Source: an optimization exercise on an open RTL-to-GDS flow (aim: small area, a short achievable clock period and few clock cycles per item). Production flows keep margins and buffers that such runs may drop. Where RTL was checked, it was by simulation tests only, not by an equivalence proof against the original. No activity file was given, so power comes from the tool's default toggle rates.

==> flow/design.v (excerpt) <==
module el2_exu_div_ctl
  (
   input logic           clk,                        
   input logic           rst_l,                      
   input logic           dp_valid,                   
   input logic           dp_unsign,                  
   input logic           dp_rem,                     
   input logic  [31:0]   dividend,                   
   input logic  [31:0]   divisor,                    
   input logic           cancel,                     
   output logic          finish_dly,                 
   output logic [31:0]   out                         
  );
==> module el2_exu_div_ctl, before the edit <==
module el2_exu_div_ctl
  (
   input logic           clk,                        
   input logic           rst_l,                      
   input logic           dp_valid,                   
   input logic           dp_unsign,                  
   input logic           dp_rem,                     
   input logic  [31:0]   dividend,                   
   input logic  [31:0]   divisor,                    
   input logic           cancel,                     
   output logic          finish_dly,                 
   output logic [31:0]   out                         
  );
   logic        sv_ff;                  
   logic        it_ff;                  
   logic        fin_ff;                 
   logic [3:0]  cnt_ff;                 
   logic        busy, last;
   logic [31:0] r_ff;                   
   logic [31:0] q_ff;                   
   logic [32:0] b_ff;                   
   logic        rem_ff, neg_ff;         
   assign busy = sv_ff | it_ff;
   assign last = it_ff & (cnt_ff == 4'd0);
   wire  sa = ~dp_unsign & dividend[31];
   wire  sb = ~dp_unsign & divisor[31];
   wire  bz = (divisor == 32'b0);
   wire [31:0] abs_a, abs_b;
   div_cneg_in u_nega (.s(sa), .x(dividend), .y(abs_a));
   div_cneg_in u_negb (.s(sb), .x(divisor),  .y(abs_b));
   wire        q1, d1_co, q2, d2_co;
   wire [31:0] r1, d2;
   div_step34 u_s1 (.en(it_ff), .x({2'b0, r_ff}), .b({1'b0, b_ff}), .q(q1), .co(d1_co), .y(r1));
   div_step33 u_s2 (.en(it_ff), .x({1'b0, r1}), .b({1'b0, b_ff[32:1]}), .q(q2), .co(d2_co), .y(d2));
   wire [31:0] r2_n = busy ? r1 : abs_a;
   wire [31:0] r_next = q2 ? d2 : r2_n;
   wire early = ~d1_co;
   wire [5:0] clza, clzb;
   div_clz32 u_clza (.x(r_ff), .n(clza));
   div_clz32 u_clzb (.x(b_ff[31:0]), .n(clzb));
   wire [5:0]  sdiff = clzb - clza;                     
   wire        bzero = clzb[5];
   wire [3:0]  m     = (bzero | ~sv_ff) ? 4'hf : sdiff[4:1];
   wire [32:0] b_rot;
   div_rot33 u_rot (.b(b_ff), .m(m), .y(b_rot));
   always_ff @(posedge clk or negedge rst_l) begin
      if (!rst_l) begin
         sv_ff  <= 1'b0;
         it_ff  <= 1'b0;
         fin_ff <= 1'b0;
      end
      else begin
         sv_ff  <= dp_valid & ~cancel;
         it_ff  <= ~cancel & ((sv_ff & ~early) | (it_ff & (cnt_ff != 4'd0)));
         fin_ff <= ~cancel & last;
      end
   end
   always_ff @(posedge clk) begin
      cnt_ff <= sv_ff ? m : cnt_ff - 4'd1;
      r_ff   <= r_next;
      q_ff   <= it_ff ? ((last & rem_ff) ? r_next : {q_ff[29:0], q1, q2}) :
                sv_ff ? 32'b0 : (abs_a & {32{dp_rem}});
      b_ff   <= busy ? b_rot : {1'b0, abs_b};
      if (!busy) begin
         rem_ff <= dp_rem;
         neg_ff <= dp_rem ? sa : (sa ^ sb) & ~bz;
      end
   end
   wire [31:0] ans;
   div_cneg_out u_nego (.s(neg_ff), .x(q_ff), .y(ans));
   assign out        = ans;
   assign finish_dly = ~cancel & (fin_ff | (sv_ff & early));
endmodule  
export LEC_CHECK = 0
export CAP_MARGIN = 40
export CORE_MARGIN = 2
export CORE_UTILIZATION = 40
export SETUP_SLACK_MARGIN = 5
export SLEW_MARGIN = 40
export SYNTH_HIERARCHICAL = 1
export SYNTH_MINIMUM_KEEP_SIZE = 0
create_clock -name core_clock -period 12.0 [get_ports {clk}]
standard.sh (not shown) runs the stock make flow with config.mk's settings and CLKGATE_MAP_FILE= SYNTH_SCRIPT=/design/flow/synth_recipe.tcl, a recipe that flattens the netlist after the stock synthesis.
==> flow/flow/run.sh <==
#!/bin/bash
# The standard layout (standard.sh), with these changes in how the layout is made:
#  - every input and output port still gets its own buffer, but a plain buf_1
#    (OpenROAD's buffer_ports -buffer_cell) instead of the default delay buffer;
#    the resizer upsizes it where timing needs;
#  - any further ORFS variables listed in flow/extra_vars (one NAME=value per line).
# make's output goes to flow.log; ORFS keeps each step's own log under orfs/logs.
set -euo pipefail
MARGIN=${MARGIN:-6.8}
PORTBUF=${PORTBUF:-sky130_fd_sc_hd__buf_1}
EXTRA="'BUFFER_PORTS_ARGS=-buffer_cell ${PORTBUF}'"
if [[ -f flow/extra_vars ]]; then
  while read -r line; do
    [[ -z "$line" || "$line" == \#* ]] && continue
    EXTRA="$EXTRA '$line'"
  done < flow/extra_vars
fi
sed -E -e "s/SETUP_SLACK_MARGIN=[^ ]+/SETUP_SLACK_MARGIN=${MARGIN}/" \
       -e "s|CLKGATE_MAP_FILE= |CLKGATE_MAP_FILE= ${EXTRA} |" \
       standard.sh > standard_mod.sh
grep -q "BUFFER_PORTS_ARGS" standard_mod.sh
bash standard_mod.sh > flow.log 2>&1
==> flow/flow/extra_vars <==
SKIP_INCREMENTAL_REPAIR=1
The starting point finished clean.
Testbench counts at the start, summed over its fixed seeds: cycles 18,134, items 3,200.
Edit:
--- a/flow/design.v
+++ b/flow/design.v
@@ -16,11 +16,10 @@
    logic        fin_ff;                 
    logic [3:0]  cnt_ff;                 
-   logic        busy, last;
    logic [31:0] r_ff;                   
    logic [31:0] q_ff;                   
    logic [32:0] b_ff;                   
    logic        rem_ff, neg_ff;         
-   assign busy = sv_ff | it_ff;
-   assign last = it_ff & (cnt_ff == 4'd0);
+   wire  busy = sv_ff | it_ff;
+   wire  last = it_ff & (cnt_ff == 4'd0);
    wire  sa = ~dp_unsign & dividend[31];
    wire  sb = ~dp_unsign & divisor[31];
@@ -33,8 +32,6 @@
    div_step34 u_s1 (.en(it_ff), .x({2'b0, r_ff}), .b({1'b0, b_ff}), .q(q1), .co(d1_co), .y(r1));
    div_step33 u_s2 (.en(it_ff), .x({1'b0, r1}), .b({1'b0, b_ff[32:1]}), .q(q2), .co(d2_co), .y(d2));
-   wire [31:0] r2_n = busy ? r1 : abs_a;
-   wire [31:0] r_next = q2 ? d2 : r2_n;
-   wire early = ~d1_co;
-   wire [5:0] clza, clzb;
+   wire        early = ~d1_co;
+   wire [5:0]  clza, clzb;
    div_clz32 u_clza (.x(r_ff), .n(clza));
    div_clz32 u_clzb (.x(b_ff[31:0]), .n(clzb));
@@ -42,6 +39,16 @@
    wire        bzero = clzb[5];
    wire [3:0]  m     = (bzero | ~sv_ff) ? 4'hf : sdiff[4:1];
+   wire        keep1 = 1'b1;
+   wire        go    = it_ff;
+   wire        lastq = last;
+   wire        qb1   = q1;
+   wire        qb2   = q2;
    wire [32:0] b_rot;
    div_rot33 u_rot (.b(b_ff), .m(m), .y(b_rot));
+   wire [31:0] r_next, q_next;
+   wire [32:0] b_next;
+   assign r_next = q2 ? d2 : (busy ? r1 : abs_a);
+   assign q_next = {32{it_ff}} & {q_ff[29:0], q1, q2};
+   assign b_next = busy ? b_rot : {1'b0, abs_b};
    always_ff @(posedge clk or negedge rst_l) begin
       if (!rst_l) begin
@@ -59,7 +66,6 @@
       cnt_ff <= sv_ff ? m : cnt_ff - 4'd1;
       r_ff   <= r_next;
-      q_ff   <= it_ff ? ((last & rem_ff) ? r_next : {q_ff[29:0], q1, q2}) :
-                sv_ff ? 32'b0 : (abs_a & {32{dp_rem}});
-      b_ff   <= busy ? b_rot : {1'b0, abs_b};
+      q_ff   <= q_next;
+      b_ff   <= b_next;
       if (!busy) begin
          rem_ff <= dp_rem;
@@ -68,5 +74,5 @@
    end
    wire [31:0] ans;
-   div_cneg_out u_nego (.s(neg_ff), .x(q_ff), .y(ans));
+   div_cneg_out u_nego (.s(neg_ff), .x(rem_ff ? r_ff : q_ff), .y(ans));
    assign out        = ans;
    assign finish_dly = ~cancel & (fin_ff | (sv_ff & early));
After rerunning:
- design area goes up slightly
- routed wire length goes down by a few percent
- non-clock buffer count goes up by 5
- clock skew goes down by 0.0042 ns
- setup slack got worse by 0.15 ns
- sequential share of layout area goes down by 0.28 points
- maximum frequency goes down by a few percent
- synthesized area goes down slightly
- flip-flop and latch count stays the same
- combinational power hardly moves
- power hardly moves
- core utilization goes up by 1.3 points
- die area goes down slightly
Function not checked in the second run of this note: the RTL went through the layout flow alone.

## afterwards: timing with drivers on the ports
The flow's constraints put no driver on any port. The routed layouts listed below were extracted and timed again, unchanged, in two steps. Step 1 sets driving cells, clkbuf_16 on the clock port and buf_2 on the other inputs (assumed; they add their load-dependent delay and slew). Step 2 times the ports against the registers' clock, not the clock port: input delays grow and output delays shrink by t, the midpoint of the rising clock arrivals with the driver on. a / b / c = ideal / step 1 / step 2; a / b = the first two.
run	t (ns)	setup WS [ns]	worst hold slack (ns)	worst slew at a driven data input, ns	pins driven straight from the clock port
the first run	0.418	6.774 / 6.740 / 6.770	0.485 / 0.485 / 0.485	0.05	1
the second run	0.418	6.623 / 6.571 / 6.775	0.450 / 0.450 / 0.450	0.04	1
After both steps setup and hold are still met in every run listed. For the first run, which loses most, drivers alone change the setup slack by -0.034 ns; drivers and shift together by -0.004 ns.
